Context: an optimization exercise on an open-source flow, tuned for small area, a short achievable clock period and few clock cycles. The choices shown serve that exercise and are no tape-out recipe. Where RTL was checked, it was by simulation tests only, not by an equivalence proof against the original.

==> module fitness_lin, before the edit <==
module fitness_lin(input [15:0] x, input [15:0] y, output [15:0] u, output [15:0] v);
    wire [15:0] x2, y2, s1, s2;
    bf_dbl d1(y, y2);
    bf_dbl d2(x, x2);
    Bfloat16_add a1(x, y2, s1);
    Bfloat16_add a2(x2, y, s2);
    bf_addk #(7'h60) a3(s1, u);      
    bf_addk #(7'h20) a4(s2, v);      
endmodule
==> module bf_addk, before the edit <==
module bf_addk #(parameter [6:0] MK = 7'h60) (input [15:0] a, output [15:0] sum);
    localparam [7:0] NK = {1'b1, MK};
    wire s = a[15];
    wire [7:0] e = a[14:7];
    wire [7:0] n = {1'b1, a[6:0]};
    wire abig = a[14:0] >= {8'd129, MK};
    wire [7:0] sha = e - 8'd129;
    wire [7:0] nka = (sha[7:3] != 5'd0) ? 8'd0 : (NK >> sha[2:0]);
    wire [7:0] shb = 8'd129 - e;
    wire [7:0] nab = (shb[7:3] != 5'd0) ? 8'd0 : (n >> shb[2:0]);
    wire [7:0] nb = abig ? n : NK;
    wire [7:0] ns = abig ? nka : nab;
    wire [7:0] eb = abig ? e : 8'd129;
    wire sb = abig ? s : 1'b1;
    wire sub = !s;
    wire [8:0] r = sub ? {1'b0, nb} - {1'b0, ns} : {1'b0, nb} + {1'b0, ns};
    wire z4 = r[7:4] == 4'd0;
    wire [7:0] n4 = z4 ? {r[3:0], 4'd0} : r[7:0];
    wire z2 = n4[7:6] == 2'd0;
    wire [7:0] n2 = z2 ? {n4[5:0], 2'd0} : n4;
    wire z1 = !n2[7];
    wire [7:0] sh = z1 ? {n2[6:0], 1'b0} : n2;
    wire [2:0] pos = {z4, z2, z1};
    wire [15:0] addres = r[8] ? {sb, eb + 8'd1, r[7:1]} : {sb, eb, r[6:0]};
    wire [15:0] subres = (r[7:0] == 8'd0) ? 16'd0 : {sb, eb - {5'd0, pos}, sh[6:0]};
    assign sum = sub ? subres : addres;
endmodule
==> module BAS, before the edit <==
module BAS(input clk, input reset, input [8:0]count, input [8:0]seed1, input [8:0]seed2, input [15:0]xi, input [15:0]yi, input [15:0]P, input [15:0]E, output [15:0]xo, output [15:0]yo, output [15:0]fo, output [31:0]clk_cnt, output reg done);
    reg [15:0] x, y, p, e;
    reg [14:0] f;
    reg [8:0] cnt, itc;
    reg [2:0] ph;
    reg ini, run;
    wire ph0 = ph == 3'd0, ph1 = ph == 3'd1, ph2 = ph == 3'd2;
    wire ph3 = ph == 3'd3, ph4 = ph == 3'd4, ph5 = ph == 3'd5;
    wire [15:0] dx, dy;
    twin_lfsr lfsr(clk, reset, ph1, seed1, seed2, dx, dy);
    wire useE = ph0 | ph1;
    wire useY = ph5 | ph1;
    wire [15:0] ma = useE ? e : p;
    wire [15:0] d = useY ? dy : dx;
    wire [15:0] mp;
    Bfloat16_mul m1(ma, {1'b0, d[14:0]}, mp);
    reg [14:0] opa, opb, opc;            
    reg q1, q2, q3, i1, i2, i3;
    reg [14:0] f3;
    reg [15:0] x1, y1;
    reg sg, acc0;
    wire le = f3 <= f;
    wire fin = q3 & ph0;                 
    wire upd = fin & (sg ? le : acc0);   
    wire last = (itc + 9'd1 == cnt);
    wire [15:0] xs = upd ? x1 : x;
    wire [15:0] ys = upd ? y1 : y;
    wire pe = ph0 | ph1;
    wire nz = pe ? (p[14:0] != 15'd0) : (e[14:0] != 15'd0);
    wire neg = ph1 | ph3 | (ph5 & sg);
    wire [14:0] ox = pe ? opa : opc;
    wire [15:0] sx = {nz & ((pe ? p[15] ^ dx[15] : e[15]) ^ neg), ox};
    wire [15:0] sy = {nz & ((pe ? p[15] ^ dy[15] : e[15]) ^ neg), opb};
    wire [15:0] ax, ay;
    bf_add_slow a1(xs, sx, ini, ax);
    bf_add_slow a2(ys, sy, ini, ay);
    wire issue = run & (ph0 | ph1 | ph2 | ph3);
    wire [15:0] u, v;
    fitness_lin lin(x1, y1, u, v);
    reg [15:0] u2, v2;
    wire [14:0] fs;
    fitness_sq sq(u2, v2, fs);
    always @(posedge clk) begin
        if (ph4) opa <= mp[14:0];
        if (ph0) opc <= mp[14:0];
        if (ph5 | ph1) opb <= mp[14:0];
        x1 <= ax;
        y1 <= ay;
        u2 <= u;
        v2 <= v;
        f3 <= fs;
        if (ph3) sg <= !(f3 > fs);
        if (ph5) acc0 <= le;
        if (reset) begin
            x <= xi;
            y <= yi;
            p <= P;
            e <= E;
            cnt <= count;
            itc <= 9'd0;
            ph <= 3'd4;
            ini <= 1'b1;
            run <= count != 9'd0;
            done <= 1'b0;
            q1 <= 1'b0;
            q2 <= 1'b0;
            q3 <= 1'b0;
            i1 <= 1'b0;
            i2 <= 1'b0;
            i3 <= 1'b0;
        end else begin
            ini <= 1'b0;
            q1 <= issue;
            q2 <= q1;
            q3 <= q2;
            i1 <= ini;
            i2 <= i1;
            i3 <= i2;
            ph <= ph5 ? 3'd0 : ph + 3'd1;
            if (i3) begin
                f <= f3;
                if (!run) done <= 1'b1;
            end
            if (q3 && (ph5 && !sg || ph0 && sg) && le) f <= f3;
            if (fin) begin
                x <= xs;
                y <= ys;
                itc <= itc + 9'd1;
                if (last) begin
                    done <= 1'b1;
                    run <= 1'b0;
                end
            end
        end
    end
    assign xo = x;
    assign yo = y;
    assign fo = {1'b0, f};
    assign clk_cnt = {23'd0, itc};
endmodule
clock: 72.0 ns
lec_check: 0
abc_area: 1
cap_margin: 20
core_margin: 2
core_utilization: 45
slew_margin: 20
standard.sh (not shown) runs the stock make flow with config.mk's settings and CLKGATE_MAP_FILE= SYNTH_SCRIPT=/design/flow/synth_recipe.tcl, a recipe that flattens the netlist after the stock synthesis.
==> flow/flow/run.sh <==
#!/bin/bash
# The standard layout, except:
# - synthesis maps all the logic with the ABC script flow/area.abc, in place
#   of ORFS's area script and without first mapping adders to full/half-adder
#   cells (ADDER_MAP_FILE empty); otherwise synth_recipe.tcl unchanged;
# - plain buf_1 cells as the port buffers;
# - timing repair aiming at 56.2 ns of setup slack.
set -euo pipefail
W=$PWD
cat > "$W/flow_synth.tcl" <<TCL
proc abc {args} {
  set i [lsearch -exact \$args -script]
  if {\$i >= 0} { lset args [expr {\$i + 1}] $W/flow/area.abc }
  yosys abc {*}\$args
}
source $W/synth_recipe.tcl
TCL
bash standard.sh "SYNTH_SCRIPT=$W/flow_synth.tcl" ADDER_MAP_FILE= "BUFFER_PORTS_ARGS=-buffer_cell sky130_fd_sc_hd__buf_1" SETUP_SLACK_MARGIN=56.2 finish > standard.log 2>&1
==> flow/flow/area.abc <==
strash
ifraig
dc2
dch -f
amap
topo
stime -c
buffer -c
upsize -c
dnsize -c
Rerun with:
--- a/flow/design.v
+++ b/flow/design.v
@@ -259,6 +259,6 @@
     Bfloat16_add a1(x, y2, s1);
     Bfloat16_add a2(x2, y, s2);
-    bf_addk #(7'h60) a3(s1, u);      
-    bf_addk #(7'h20) a4(s2, v);      
+    Bfloat16_add a3(s1, 16'hC0E0, u);
+    Bfloat16_add a4(s2, 16'hC0A0, v);
 endmodule
 module fitness_sq(input [15:0] u, input [15:0] v, output [14:0] f);
@@ -268,31 +268,4 @@
     bf_addpos a1(u2, v2, f);
 endmodule
-module bf_addk #(parameter [6:0] MK = 7'h60) (input [15:0] a, output [15:0] sum);
-    localparam [7:0] NK = {1'b1, MK};
-    wire s = a[15];
-    wire [7:0] e = a[14:7];
-    wire [7:0] n = {1'b1, a[6:0]};
-    wire abig = a[14:0] >= {8'd129, MK};
-    wire [7:0] sha = e - 8'd129;
-    wire [7:0] nka = (sha[7:3] != 5'd0) ? 8'd0 : (NK >> sha[2:0]);
-    wire [7:0] shb = 8'd129 - e;
-    wire [7:0] nab = (shb[7:3] != 5'd0) ? 8'd0 : (n >> shb[2:0]);
-    wire [7:0] nb = abig ? n : NK;
-    wire [7:0] ns = abig ? nka : nab;
-    wire [7:0] eb = abig ? e : 8'd129;
-    wire sb = abig ? s : 1'b1;
-    wire sub = !s;
-    wire [8:0] r = sub ? {1'b0, nb} - {1'b0, ns} : {1'b0, nb} + {1'b0, ns};
-    wire z4 = r[7:4] == 4'd0;
-    wire [7:0] n4 = z4 ? {r[3:0], 4'd0} : r[7:0];
-    wire z2 = n4[7:6] == 2'd0;
-    wire [7:0] n2 = z2 ? {n4[5:0], 2'd0} : n4;
-    wire z1 = !n2[7];
-    wire [7:0] sh = z1 ? {n2[6:0], 1'b0} : n2;
-    wire [2:0] pos = {z4, z2, z1};
-    wire [15:0] addres = r[8] ? {sb, eb + 8'd1, r[7:1]} : {sb, eb, r[6:0]};
-    wire [15:0] subres = (r[7:0] == 8'd0) ? 16'd0 : {sb, eb - {5'd0, pos}, sh[6:0]};
-    assign sum = sub ? subres : addres;
-endmodule
 module twin_lfsr(input clk, input reset, input step, input [8:0] seed1, input [8:0] seed2,
                  output [15:0] n1, output [15:0] n2);
@@ -325,6 +298,6 @@
     wire [15:0] d = useY ? dy : dx;
     wire [15:0] mp;
-    Bfloat16_mul m1(ma, {1'b0, d[14:0]}, mp);
-    reg [14:0] opa, opb, opc;            
+    Bfloat16_mul m1(ma, {d[15] & !useE, d[14:0]}, mp);
+    reg [15:0] opa, opb, opc;
     reg q1, q2, q3, i1, i2, i3;
     reg [14:0] f3;
@@ -337,10 +310,8 @@
     wire [15:0] xs = upd ? x1 : x;
     wire [15:0] ys = upd ? y1 : y;
-    wire pe = ph0 | ph1;
-    wire nz = pe ? (p[14:0] != 15'd0) : (e[14:0] != 15'd0);
-    wire neg = ph1 | ph3 | (ph5 & sg);
-    wire [14:0] ox = pe ? opa : opc;
-    wire [15:0] sx = {nz & ((pe ? p[15] ^ dx[15] : e[15]) ^ neg), ox};
-    wire [15:0] sy = {nz & ((pe ? p[15] ^ dy[15] : e[15]) ^ neg), opb};
+    wire flip = (ph1 & (p[14:0] != 15'd0)) | ((ph3 | (ph5 & sg)) & (e[14:0] != 15'd0));
+    wire [15:0] ox = (ph0 | ph1) ? opa : opc;
+    wire [15:0] sx = {ox[15] ^ flip, ox[14:0]};
+    wire [15:0] sy = {opb[15] ^ flip, opb[14:0]};
     wire [15:0] ax, ay;
     bf_add_slow a1(xs, sx, ini, ax);
@@ -353,7 +324,7 @@
     fitness_sq sq(u2, v2, fs);
     always @(posedge clk) begin
-        if (ph4) opa <= mp[14:0];
-        if (ph0) opc <= mp[14:0];
-        if (ph5 | ph1) opb <= mp[14:0];
+        if (ph4) opa <= mp;
+        if (ph0) opc <= mp;
+        if (ph5 | ph1) opb <= mp;
         x1 <= ax;
         y1 <= ay;
Outcome: The changed run completed with no timing, DRC or antenna violations; flip-flop and latch count increases by 3; worst setup slack gains 0.014 ns; synthesized area barely changes; count of clock-buffer cells in the layout climbs by 11; design area increases by 2.1%; global-route usage goes down by 0.32 points; die area barely changes.
Testbench counts after the change, summed over its fixed seeds: cycles 288,456.
The RTL of the first run of this note was laid out without a check of its function.

==> static timing again, ports no longer ideal <==
The results above use ideal ports. As a check the final layouts listed here were re-extracted and re-timed, cells and wires unchanged. Step 1 sets driving cells, clkbuf_16 on the clock port and buf_2 on the other inputs (assumed; they add their load-dependent delay and slew). Step 2 moves the port delays by t, midway between the first and last clock arrival at a register: inputs arrive t later, outputs are due t later. That takes back most of the time a late clock gives input paths. Three values: ideal ports, drivers, drivers and shift; two values: the first two.
run | shift t [ns] | setup WS [ns] | worst hold slack (ns) | slew at the worst register clock pin (ns) | worst slew at a driven data input, ns
the first run | 0.633 | 56.340 / 56.279 / 55.779 | 0.434 / 0.434 / 0.434 | 0.07 / 0.07 | 0.06
the second run | 0.635 | 56.354 / 56.292 / 55.855 | 0.433 / 0.433 / 0.433 | 0.07 / 0.07 | 0.07
After both steps setup and hold are still met in every run listed. The setup slack of the first run, which loses most, moves by -0.061 ns with the drivers and by -0.561 ns with both steps.
